Source: an optimization exercise on an open RTL-to-GDS flow (aim: a short achievable clock period and few clock cycles per item). Production flows keep margins and buffers that such runs may drop. No activity file was given, so power comes from the tool's default toggle rates.

==> job 4948 <==
==> flow/design.v (excerpt) <==
module cpu_datapath(
    input clk,
    input rst,
    input [31:0] instruction,
    input i_mem_resp,
    input d_mem_resp,
    input [31:0] d_rdata,
    output logic [31:0] pc,
    output logic i_read,
    output logic d_mem_read,
    output logic d_mem_write,
    output logic [31:0] d_mem_address,
    output logic [31:0] d_wdata,
    output logic [3:0] d_wmask
);
make LEC_CHECK=0 CAP_MARGIN=20 CORE_MARGIN=2 CORE_UTILIZATION=40 PLACE_DENSITY=0.6 SLEW_MARGIN=20 finish   # period 10.0 ns
run.sh (not shown) runs the stock make flow with config.mk's settings and CLKGATE_MAP_FILE= SYNTH_SCRIPT=/design/flow/synth_recipe.tcl, a recipe that flattens the netlist after the stock synthesis.
==> inputs of job 5472, as changes to job 4948 <==
--- a/flow/design.v
+++ b/flow/design.v
@@ -22,23 +22,31 @@
 localparam logic [6:0] OP_STORE = 7'b0100011;
 localparam logic [6:0] OP_IMM   = 7'b0010011;
 localparam logic [6:0] OP_REG   = 7'b0110011;
 assign i_read = 1'b1;
 logic [31:0] f_pc;
 logic        d_valid;
 logic [31:0] d_instr;
 logic [31:0] d_pc;
+logic        d_redir_done;
+logic [1:0]  fb_n;
+logic [31:0] fb_i0, fb_i1, fb_p0, fb_p1;
+logic [2:0]  fb_b0, fb_b1;       
+logic [2:0]  d_bp;
 logic        e_valid;
 logic [31:0] e_rs1v, e_rs2v, e_imm, e_pre, e_fix;
 logic        e_fa_m, e_fa_w, e_fb_m, e_fb_w;
 logic        e_b_imm;
 logic        e_op_add, e_op_sub, e_op_sll, e_op_slt, e_op_sltu, e_op_xor;
 logic        e_op_sr, e_op_or, e_op_and, e_op_pre, e_sra;
 logic        e_br, e_pred, e_jalr, e_load, e_store, e_wen;
+logic        e_isbr, e_isjal;
+logic [2:0]  e_bp;
+logic [31:0] e_pc, e_btgt;
 logic        e_c_eq, e_c_lts, e_c_ltu, e_c_inv;
 logic [2:0]  e_f3;
 logic [4:0]  e_rd;
 logic        m_read, m_write, m_wen;
 logic [31:0] m_res, m_wdata;
 logic [3:0]  m_wmask;
 logic [2:0]  m_f3;
 logic [4:0]  m_rd;
@@ -81,18 +89,23 @@
 assign s_imm = {{21{d_instr[31]}}, d_instr[30:25], d_instr[11:7]};
 assign b_imm = {{20{d_instr[31]}}, d_instr[7], d_instr[30:25], d_instr[11:8], 1'b0};
 assign u_imm = {d_instr[31:12], 12'b0};
 assign j_imm = {{12{d_instr[31]}}, d_instr[19:12], d_instr[20], d_instr[30:21], 1'b0};
 assign d_imm  = d_store ? s_imm : (d_lui | d_auipc) ? u_imm : i_imm;
 assign d_tadd = d_jal ? j_imm : d_brn ? b_imm : u_imm;
 assign d_target = d_pc + d_tadd;
 assign d_pc4 = d_pc + 32'd4;
-assign d_pred = d_brn & d_instr[31];
-assign d_redirect = d_valid & (d_jal | d_pred);
+logic d_fpt, d_bad;
+logic [31:0] d_rtarget;
+assign d_fpt = d_bp[2] & d_bp[1];            
+assign d_pred = d_jal | (d_brn & (d_bp[2] ? d_bp[1] : d_instr[31]));
+assign d_bad = d_fpt & ~(d_jal | d_brn);
+assign d_redirect = d_valid & ((d_pred & ~d_fpt) | d_bad);
+assign d_rtarget = d_bad ? d_pc4 : d_target;
 assign rf1 = (d_rs1 == 5'd0) ? 32'd0 : rf[d_rs1];
 assign rf2 = (d_rs2 == 5'd0) ? 32'd0 : rf[d_rs2];
 assign d_rs1v = (w_wen && w_rd == d_rs1) ? w_res : rf1;
 assign d_rs2v = (w_wen && w_rd == d_rs2) ? w_res : rf2;
 assign stall_d = d_valid & e_load & e_wen &
                  ((d_use1 & (e_rd == d_rs1)) | (d_use2 & (e_rd == d_rs2)));
 logic [31:0] fa, fb, ab, sum, sll_r, sr_r, res;
 logic eq, ltu, lts, taken, e_redirect;
@@ -152,58 +165,151 @@
     case (m_f3)
         3'b000: ld_v = {{24{ld_b[7]}}, ld_b};
         3'b001: ld_v = {{16{ld_h[15]}}, ld_h};
         3'b100: ld_v = {24'd0, ld_b};
         3'b101: ld_v = {16'd0, ld_h};
         default: ld_v = d_rdata;
     endcase
 end
+localparam int BB = 2;
+localparam int NB = 1 << BB;
+logic [NB-1:0] btb_v;
+logic [29-BB:0] btb_tag [NB];
+logic [29:0] btb_tgt [NB];
+logic [1:0] btb_ctr [NB];
+logic [BB-1:0] f_idx;
+logic f_hit, f_bpt;
+logic [1:0] f_ctr;
+logic [31:0] f_next;
+assign f_idx = f_pc[BB+1:2];
+assign f_hit = btb_v[f_idx] & (btb_tag[f_idx] == f_pc[31:BB+2]);
+assign f_ctr = btb_ctr[f_idx];
+assign f_bpt = f_hit & f_ctr[1];
+assign f_next = f_bpt ? {btb_tgt[f_idx], 2'b00} : f_pc + 32'd4;
+logic u_we;
+logic [BB-1:0] u_idx;
+logic [29-BB:0] u_tag;
+logic [29:0] u_tgt;
+logic [1:0] u_ctr;
+logic e_tk;
+assign e_tk = e_isjal | taken;
+always_ff @(posedge clk) begin
+    if (rst)
+        u_we <= 1'b0;
+    else
+        u_we <= ~freeze & (e_isjal | (e_isbr & (taken | e_bp[2])));
+    u_idx <= e_pc[BB+1:2];
+    u_tag <= e_pc[31:BB+2];
+    u_tgt <= e_btgt[31:2];
+    if (!e_bp[2])
+        u_ctr <= 2'b10;
+    else if (e_tk)
+        u_ctr <= (e_bp[1:0] == 2'b11) ? 2'b11 : e_bp[1:0] + 2'd1;
+    else
+        u_ctr <= (e_bp[1:0] == 2'b00) ? 2'b00 : e_bp[1:0] - 2'd1;
+end
+always_ff @(posedge clk) begin
+    if (rst)
+        btb_v <= '0;
+    else if (u_we)
+        btb_v[u_idx] <= 1'b1;
+end
+always_ff @(posedge clk) begin
+    if (u_we) begin
+        btb_tag[u_idx] <= u_tag;
+        btb_tgt[u_idx] <= u_tgt;
+        btb_ctr[u_idx] <= u_ctr;
+    end
+end
+logic fetched, d_take, d_redir_go;
+assign fetched = i_mem_resp & ~fb_n[1] & ~e_redirect & ~d_redir_go;
+assign d_take = ~freeze & ~stall_d;
+assign d_redir_go = d_redirect & ~d_redir_done & ~e_redirect;
 always_ff @(posedge clk) begin
     if (rst)
         f_pc <= 32'h00000060;
-    else if (!freeze) begin
-        if (e_redirect)
-            f_pc <= e_target;
-        else if (!stall_d) begin
-            if (d_redirect)
-                f_pc <= d_target;
-            else if (i_mem_resp)
-                f_pc <= f_pc + 32'd4;
+    else if (e_redirect)
+        f_pc <= e_target;
+    else if (d_redir_go)
+        f_pc <= d_rtarget;
+    else if (fetched)
+        f_pc <= f_next;
+end
+always_ff @(posedge clk) begin
+    if (rst || e_redirect || d_redir_go)
+        fb_n <= 2'd0;
+    else if (d_take && fb_n != 2'd0)
+        fb_n <= fb_n - 2'd1 + {1'b0, fetched};
+    else if (fetched && !d_take)
+        fb_n <= fb_n + 2'd1;
+end
+always_ff @(posedge clk) begin
+    if (d_take) begin
+        if (fb_n == 2'd2) begin
+            fb_i0 <= fb_i1;
+            fb_p0 <= fb_p1;
+            fb_b0 <= fb_b1;
+        end
+        if (fb_n == 2'd1) begin
+            fb_i0 <= instruction;
+            fb_p0 <= f_pc;
+            fb_b0 <= {f_hit, f_ctr};
+        end
+    end else begin
+        if (fb_n == 2'd0) begin
+            fb_i0 <= instruction;
+            fb_p0 <= f_pc;
+            fb_b0 <= {f_hit, f_ctr};
+        end
+        if (fb_n == 2'd1) begin
+            fb_i1 <= instruction;
+            fb_p1 <= f_pc;
+            fb_b1 <= {f_hit, f_ctr};
         end
     end
 end
 always_ff @(posedge clk) begin
-    if (rst)
+    if (rst || e_redirect)
         d_valid <= 1'b0;
-    else if (!freeze) begin
-        if (e_redirect)
-            d_valid <= 1'b0;
-        else if (!stall_d)
-            d_valid <= i_mem_resp & ~d_redirect;
-    end
+    else if (d_take)
+        d_valid <= ((fb_n != 2'd0) | fetched) & ~d_redir_go;
+end
+always_ff @(posedge clk) begin
+    if (rst || d_take)
+        d_redir_done <= 1'b0;
+    else if (d_redir_go)
+        d_redir_done <= 1'b1;
 end
 always_ff @(posedge clk) begin
-    if (!freeze && !stall_d) begin
-        d_instr <= instruction;
-        d_pc <= f_pc;
+    if (d_take) begin
+        d_instr <= (fb_n != 2'd0) ? fb_i0 : instruction;
+        d_pc <= (fb_n != 2'd0) ? fb_p0 : f_pc;
+        d_bp <= (fb_n != 2'd0) ? fb_b0 : {f_hit, f_ctr};
     end
 end
 logic d_go;
 assign d_go = d_valid & ~stall_d & ~e_redirect;
 always_ff @(posedge clk) begin
     if (rst) begin
         e_valid <= 1'b0;
+        e_isbr <= 1'b0;
+        e_isjal <= 1'b0;
         e_br <= 1'b0;
         e_jalr <= 1'b0;
         e_load <= 1'b0;
         e_store <= 1'b0;
         e_wen <= 1'b0;
-    end else if (!freeze) begin
+    end else if (freeze) begin
+        e_br <= e_br & ~e_redirect;
+        e_jalr <= e_jalr & ~e_redirect;
+    end else begin
         e_valid <= d_go;
+        e_isbr <= d_go & d_brn;
+        e_isjal <= d_go & d_jal;
         e_br <= d_go & d_brn;
         e_jalr <= d_go & d_jalr;
         e_load <= d_go & d_load;
         e_store <= d_go & d_store;
         e_wen <= d_go & d_wen;
     end
 end
 always_ff @(posedge clk) begin
@@ -211,16 +317,19 @@
         e_rd <= d_rd;
         e_f3 <= d_f3;
         e_rs1v <= d_rs1v;
         e_rs2v <= d_rs2v;
         e_imm <= d_imm;
         e_pre <= d_lui ? u_imm : d_auipc ? d_target : d_pc4;
         e_fix <= d_pred ? d_pc4 : d_target;
         e_pred <= d_pred;
+        e_bp <= d_bp;
+        e_pc <= d_pc;
+        e_btgt <= d_target;
         e_fa_m <= e_wen & (e_rd == d_rs1);
         e_fa_w <= m_wen & (m_rd == d_rs1);
         e_fb_m <= e_wen & (e_rd == d_rs2);
         e_fb_w <= m_wen & (m_rd == d_rs2);
         e_b_imm <= ~(d_opreg | d_brn);
         e_op_add  <= (d_load | d_store) |
                      ((d_opimm | d_opreg) & d_f3 == 3'b000 & ~(d_opreg & d_instr[30]));
         e_op_sub  <= d_opreg & d_f3 == 3'b000 & d_instr[30];
- CORE_UTILIZATION: 40 -> 55
- PLACE_DENSITY: 0.6 -> 0.65
- SETUP_SLACK_MARGIN: not set -> 5
==> inputs of job 6067, as changes to job 4948 <==
--- a/flow/design.v
+++ b/flow/design.v
@@ -22,23 +22,31 @@
 localparam logic [6:0] OP_STORE = 7'b0100011;
 localparam logic [6:0] OP_IMM   = 7'b0010011;
 localparam logic [6:0] OP_REG   = 7'b0110011;
 assign i_read = 1'b1;
 logic [31:0] f_pc;
 logic        d_valid;
 logic [31:0] d_instr;
 logic [31:0] d_pc;
+logic        d_redir_done;
+logic [1:0]  fb_n;
+logic [31:0] fb_i0, fb_i1, fb_p0, fb_p1;
+logic [2:0]  fb_b0, fb_b1;       
+logic [2:0]  d_bp;
 logic        e_valid;
 logic [31:0] e_rs1v, e_rs2v, e_imm, e_pre, e_fix;
 logic        e_fa_m, e_fa_w, e_fb_m, e_fb_w;
 logic        e_b_imm;
 logic        e_op_add, e_op_sub, e_op_sll, e_op_slt, e_op_sltu, e_op_xor;
 logic        e_op_sr, e_op_or, e_op_and, e_op_pre, e_sra;
 logic        e_br, e_pred, e_jalr, e_load, e_store, e_wen;
+logic        e_isbr, e_isjal;
+logic [2:0]  e_bp;
+logic [31:0] e_pc, e_btgt;
 logic        e_c_eq, e_c_lts, e_c_ltu, e_c_inv;
 logic [2:0]  e_f3;
 logic [4:0]  e_rd;
 logic        m_read, m_write, m_wen;
 logic [31:0] m_res, m_wdata;
 logic [3:0]  m_wmask;
 logic [2:0]  m_f3;
 logic [4:0]  m_rd;
@@ -81,18 +89,23 @@
 assign s_imm = {{21{d_instr[31]}}, d_instr[30:25], d_instr[11:7]};
 assign b_imm = {{20{d_instr[31]}}, d_instr[7], d_instr[30:25], d_instr[11:8], 1'b0};
 assign u_imm = {d_instr[31:12], 12'b0};
 assign j_imm = {{12{d_instr[31]}}, d_instr[19:12], d_instr[20], d_instr[30:21], 1'b0};
 assign d_imm  = d_store ? s_imm : (d_lui | d_auipc) ? u_imm : i_imm;
 assign d_tadd = d_jal ? j_imm : d_brn ? b_imm : u_imm;
 assign d_target = d_pc + d_tadd;
 assign d_pc4 = d_pc + 32'd4;
-assign d_pred = d_brn & d_instr[31];
-assign d_redirect = d_valid & (d_jal | d_pred);
+logic d_fpt, d_bad;
+logic [31:0] d_rtarget;
+assign d_fpt = d_bp[2] & d_bp[1];            
+assign d_pred = d_jal | (d_brn & (d_bp[2] ? d_bp[1] : d_instr[31]));
+assign d_bad = d_fpt & ~(d_jal | d_brn);
+assign d_redirect = d_valid & ((d_pred & ~d_fpt) | d_bad);
+assign d_rtarget = d_bad ? d_pc4 : d_target;
 assign rf1 = (d_rs1 == 5'd0) ? 32'd0 : rf[d_rs1];
 assign rf2 = (d_rs2 == 5'd0) ? 32'd0 : rf[d_rs2];
 assign d_rs1v = (w_wen && w_rd == d_rs1) ? w_res : rf1;
 assign d_rs2v = (w_wen && w_rd == d_rs2) ? w_res : rf2;
 assign stall_d = d_valid & e_load & e_wen &
                  ((d_use1 & (e_rd == d_rs1)) | (d_use2 & (e_rd == d_rs2)));
 logic [31:0] fa, fb, ab, sum, sll_r, sr_r, res;
 logic eq, ltu, lts, taken, e_redirect;
@@ -152,58 +165,151 @@
     case (m_f3)
         3'b000: ld_v = {{24{ld_b[7]}}, ld_b};
         3'b001: ld_v = {{16{ld_h[15]}}, ld_h};
         3'b100: ld_v = {24'd0, ld_b};
         3'b101: ld_v = {16'd0, ld_h};
         default: ld_v = d_rdata;
     endcase
 end
+localparam int BB = 2;
+localparam int NB = 1 << BB;
+logic [NB-1:0] btb_v;
+logic [29-BB:0] btb_tag [NB];
+logic [29:0] btb_tgt [NB];
+logic [1:0] btb_ctr [NB];
+logic [BB-1:0] f_idx;
+logic f_hit, f_bpt;
+logic [1:0] f_ctr;
+logic [31:0] f_next;
+assign f_idx = f_pc[BB+1:2];
+assign f_hit = btb_v[f_idx] & (btb_tag[f_idx] == f_pc[31:BB+2]);
+assign f_ctr = btb_ctr[f_idx];
+assign f_bpt = f_hit & f_ctr[1];
+assign f_next = f_bpt ? {btb_tgt[f_idx], 2'b00} : f_pc + 32'd4;
+logic u_we;
+logic [BB-1:0] u_idx;
+logic [29-BB:0] u_tag;
+logic [29:0] u_tgt;
+logic [1:0] u_ctr;
+logic e_tk;
+assign e_tk = e_isjal | taken;
+always_ff @(posedge clk) begin
+    if (rst)
+        u_we <= 1'b0;
+    else
+        u_we <= ~freeze & (e_isjal | (e_isbr & (taken | e_bp[2])));
+    u_idx <= e_pc[BB+1:2];
+    u_tag <= e_pc[31:BB+2];
+    u_tgt <= e_btgt[31:2];
+    if (!e_bp[2])
+        u_ctr <= 2'b10;
+    else if (e_tk)
+        u_ctr <= (e_bp[1:0] == 2'b11) ? 2'b11 : e_bp[1:0] + 2'd1;
+    else
+        u_ctr <= (e_bp[1:0] == 2'b00) ? 2'b00 : e_bp[1:0] - 2'd1;
+end
+always_ff @(posedge clk) begin
+    if (rst)
+        btb_v <= '0;
+    else if (u_we)
+        btb_v[u_idx] <= 1'b1;
+end
+always_ff @(posedge clk) begin
+    if (u_we) begin
+        btb_tag[u_idx] <= u_tag;
+        btb_tgt[u_idx] <= u_tgt;
+        btb_ctr[u_idx] <= u_ctr;
+    end
+end
+logic fetched, d_take, d_redir_go;
+assign fetched = i_mem_resp & ~fb_n[1] & ~e_redirect & ~d_redir_go;
+assign d_take = ~freeze & ~stall_d;
+assign d_redir_go = d_redirect & ~d_redir_done & ~e_redirect;
 always_ff @(posedge clk) begin
     if (rst)
         f_pc <= 32'h00000060;
-    else if (!freeze) begin
-        if (e_redirect)
-            f_pc <= e_target;
-        else if (!stall_d) begin
-            if (d_redirect)
-                f_pc <= d_target;
-            else if (i_mem_resp)
-                f_pc <= f_pc + 32'd4;
+    else if (e_redirect)
+        f_pc <= e_target;
+    else if (d_redir_go)
+        f_pc <= d_rtarget;
+    else if (fetched)
+        f_pc <= f_next;
+end
+always_ff @(posedge clk) begin
+    if (rst || e_redirect || d_redir_go)
+        fb_n <= 2'd0;
+    else if (d_take && fb_n != 2'd0)
+        fb_n <= fb_n - 2'd1 + {1'b0, fetched};
+    else if (fetched && !d_take)
+        fb_n <= fb_n + 2'd1;
+end
+always_ff @(posedge clk) begin
+    if (d_take) begin
+        if (fb_n == 2'd2) begin
+            fb_i0 <= fb_i1;
+            fb_p0 <= fb_p1;
+            fb_b0 <= fb_b1;
+        end
+        if (fb_n == 2'd1) begin
+            fb_i0 <= instruction;
+            fb_p0 <= f_pc;
+            fb_b0 <= {f_hit, f_ctr};
+        end
+    end else begin
+        if (fb_n == 2'd0) begin
+            fb_i0 <= instruction;
+            fb_p0 <= f_pc;
+            fb_b0 <= {f_hit, f_ctr};
+        end
+        if (fb_n == 2'd1) begin
+            fb_i1 <= instruction;
+            fb_p1 <= f_pc;
+            fb_b1 <= {f_hit, f_ctr};
         end
     end
 end
 always_ff @(posedge clk) begin
-    if (rst)
+    if (rst || e_redirect)
         d_valid <= 1'b0;
-    else if (!freeze) begin
-        if (e_redirect)
-            d_valid <= 1'b0;
-        else if (!stall_d)
-            d_valid <= i_mem_resp & ~d_redirect;
-    end
+    else if (d_take)
+        d_valid <= ((fb_n != 2'd0) | fetched) & ~d_redir_go;
+end
+always_ff @(posedge clk) begin
+    if (rst || d_take)
+        d_redir_done <= 1'b0;
+    else if (d_redir_go)
+        d_redir_done <= 1'b1;
 end
 always_ff @(posedge clk) begin
-    if (!freeze && !stall_d) begin
-        d_instr <= instruction;
-        d_pc <= f_pc;
+    if (d_take) begin
+        d_instr <= (fb_n != 2'd0) ? fb_i0 : instruction;
+        d_pc <= (fb_n != 2'd0) ? fb_p0 : f_pc;
+        d_bp <= (fb_n != 2'd0) ? fb_b0 : {f_hit, f_ctr};
     end
 end
 logic d_go;
 assign d_go = d_valid & ~stall_d & ~e_redirect;
 always_ff @(posedge clk) begin
     if (rst) begin
         e_valid <= 1'b0;
+        e_isbr <= 1'b0;
+        e_isjal <= 1'b0;
         e_br <= 1'b0;
         e_jalr <= 1'b0;
         e_load <= 1'b0;
         e_store <= 1'b0;
         e_wen <= 1'b0;
-    end else if (!freeze) begin
+    end else if (freeze) begin
+        e_br <= e_br & ~e_redirect;
+        e_jalr <= e_jalr & ~e_redirect;
+    end else begin
         e_valid <= d_go;
+        e_isbr <= d_go & d_brn;
+        e_isjal <= d_go & d_jal;
         e_br <= d_go & d_brn;
         e_jalr <= d_go & d_jalr;
         e_load <= d_go & d_load;
         e_store <= d_go & d_store;
         e_wen <= d_go & d_wen;
     end
 end
 always_ff @(posedge clk) begin
@@ -211,16 +317,19 @@
         e_rd <= d_rd;
         e_f3 <= d_f3;
         e_rs1v <= d_rs1v;
         e_rs2v <= d_rs2v;
         e_imm <= d_imm;
         e_pre <= d_lui ? u_imm : d_auipc ? d_target : d_pc4;
         e_fix <= d_pred ? d_pc4 : d_target;
         e_pred <= d_pred;
+        e_bp <= d_bp;
+        e_pc <= d_pc;
+        e_btgt <= d_target;
         e_fa_m <= e_wen & (e_rd == d_rs1);
         e_fa_w <= m_wen & (m_rd == d_rs1);
         e_fb_m <= e_wen & (e_rd == d_rs2);
         e_fb_w <= m_wen & (m_rd == d_rs2);
         e_b_imm <= ~(d_opreg | d_brn);
         e_op_add  <= (d_load | d_store) |
                      ((d_opimm | d_opreg) & d_f3 == 3'b000 & ~(d_opreg & d_instr[30]));
         e_op_sub  <= d_opreg & d_f3 == 3'b000 & d_instr[30];
==> flow/flow/run.sh (new file) <==
#!/bin/bash
# Standard layout, with repair_timing aiming well past the clock period
# (setup margin 6.5 ns); the clock and constraints are unchanged.
set -euo pipefail
bash standard.sh SETUP_SLACK_MARGIN=6.5 finish > standard_flow.log 2>&1
==> flow/standard.sh (new file) <==
#!/bin/bash
# synth_recipe.tcl (not shown) runs the flow's synth.tcl, then flattens the netlist and writes it again
# the make line also repeats each setting of config.mk as NAME=value (left out here)
make -C /OpenROAD-flow-scripts/flow DESIGN_CONFIG=/design/flow/config.mk WORK_HOME=/design/flow/orfs CLKGATE_MAP_FILE= SYNTH_SCRIPT=/design/flow/synth_recipe.tcl "${@:-finish}"
- CORE_UTILIZATION: 40 -> 55
- PLACE_DENSITY: 0.6 -> 0.65
- TNS_END_PERCENT: not set -> 20
removed: flow/run.sh
==> reports/qor.txt <==
Fraction of layout cells with a size suffix above 1: 19.13%
Synth Area in Simple Gates: 6.673%
Placed insts: 7873
Most area-consuming cells after synthesis: edfxtp_1 54%, mux4_2 17%, mux2i_1 4.2%, ha_1 2.1%, a21oi_1 2.1%
Area of the multi-input gates: 31850 sq um
Status: timing/DRC/antenna clean
Worst path cell trace: buf_4 > mux2i_1 > nor2_1 > a21oi_1 > o21a_1 > buf_4 > inv_1 > ha_1 > nor2_1 > o211ai_1 > o211ai_1 > nand3_1 > o211ai_1 > nand2_1 > a21o_1 > a2111oi_1 > o41a_1 > o21ai_1 > o311ai_1
Initial Util: 40.30%
Net switching power: 0.004014 W
Cts repair resizes: 0
Reg2Reg Capture Point: m_res[31]$_DFFE_PN_
Leading power group: registers
Post-CTS Setup Bufs: 0
# the run above: job 4948

==> reports/qor.txt <==
Status: timing/DRC/antenna clean
Reg2Reg Capture Point: m_res[25]$_DFFE_PN_
Initial Util: 55.38%
Area of the multi-input gates: 39300 sq um
Net switching power: 0.01553 W
Placed insts: 8617
# the run above: job 6067

==> reports/qor.txt <==
Leading power group: combinational cells
Status: timing/DRC/antenna clean
Post-CTS Setup Bufs: 42
Reg2Reg Capture Point: m_res[29]$_DFFE_PN_
Synth Area in Simple Gates: 5.637%
Fraction of layout cells with a size suffix above 1: 21.91%
Net switching power: 0.01416 W
# the run above: job 5472

No run of this note included a check of the RTL's function; only the layout flow was run.

separate check: timing with driven ports:
The results above use ideal ports. As a check the final layouts listed here were re-extracted and re-timed, cells and wires unchanged. Step 1: set_driving_cell puts a clkbuf_16 on clk and a buf_2 on each other input, an assumption about the parent block. Step 2 also shifts input and output timing later by t, the mid clock arrival at the registers, as if the neighbouring blocks saw the same clock. Three values: ideal, step 1, step 2; two values: the first two.
run | t (ns) | slack for setup (ns) | worst register clock-pin slew, ns
job 4948 | 0.897 | 3.425 / 3.425 / 3.425 | 0.07 / 0.07
job 5472 | 0.922 | 4.981 / 4.981 / 4.511 | 0.07 / 0.07
job 6067 | 0.954 | 5.494 / 5.494 / 5.127 | 0.07 / 0.07
After both steps setup and hold are still met in every run listed. For job 5472, which loses most, drivers alone change the setup slack by 0.000 ns; drivers and shift together by -0.470 ns.
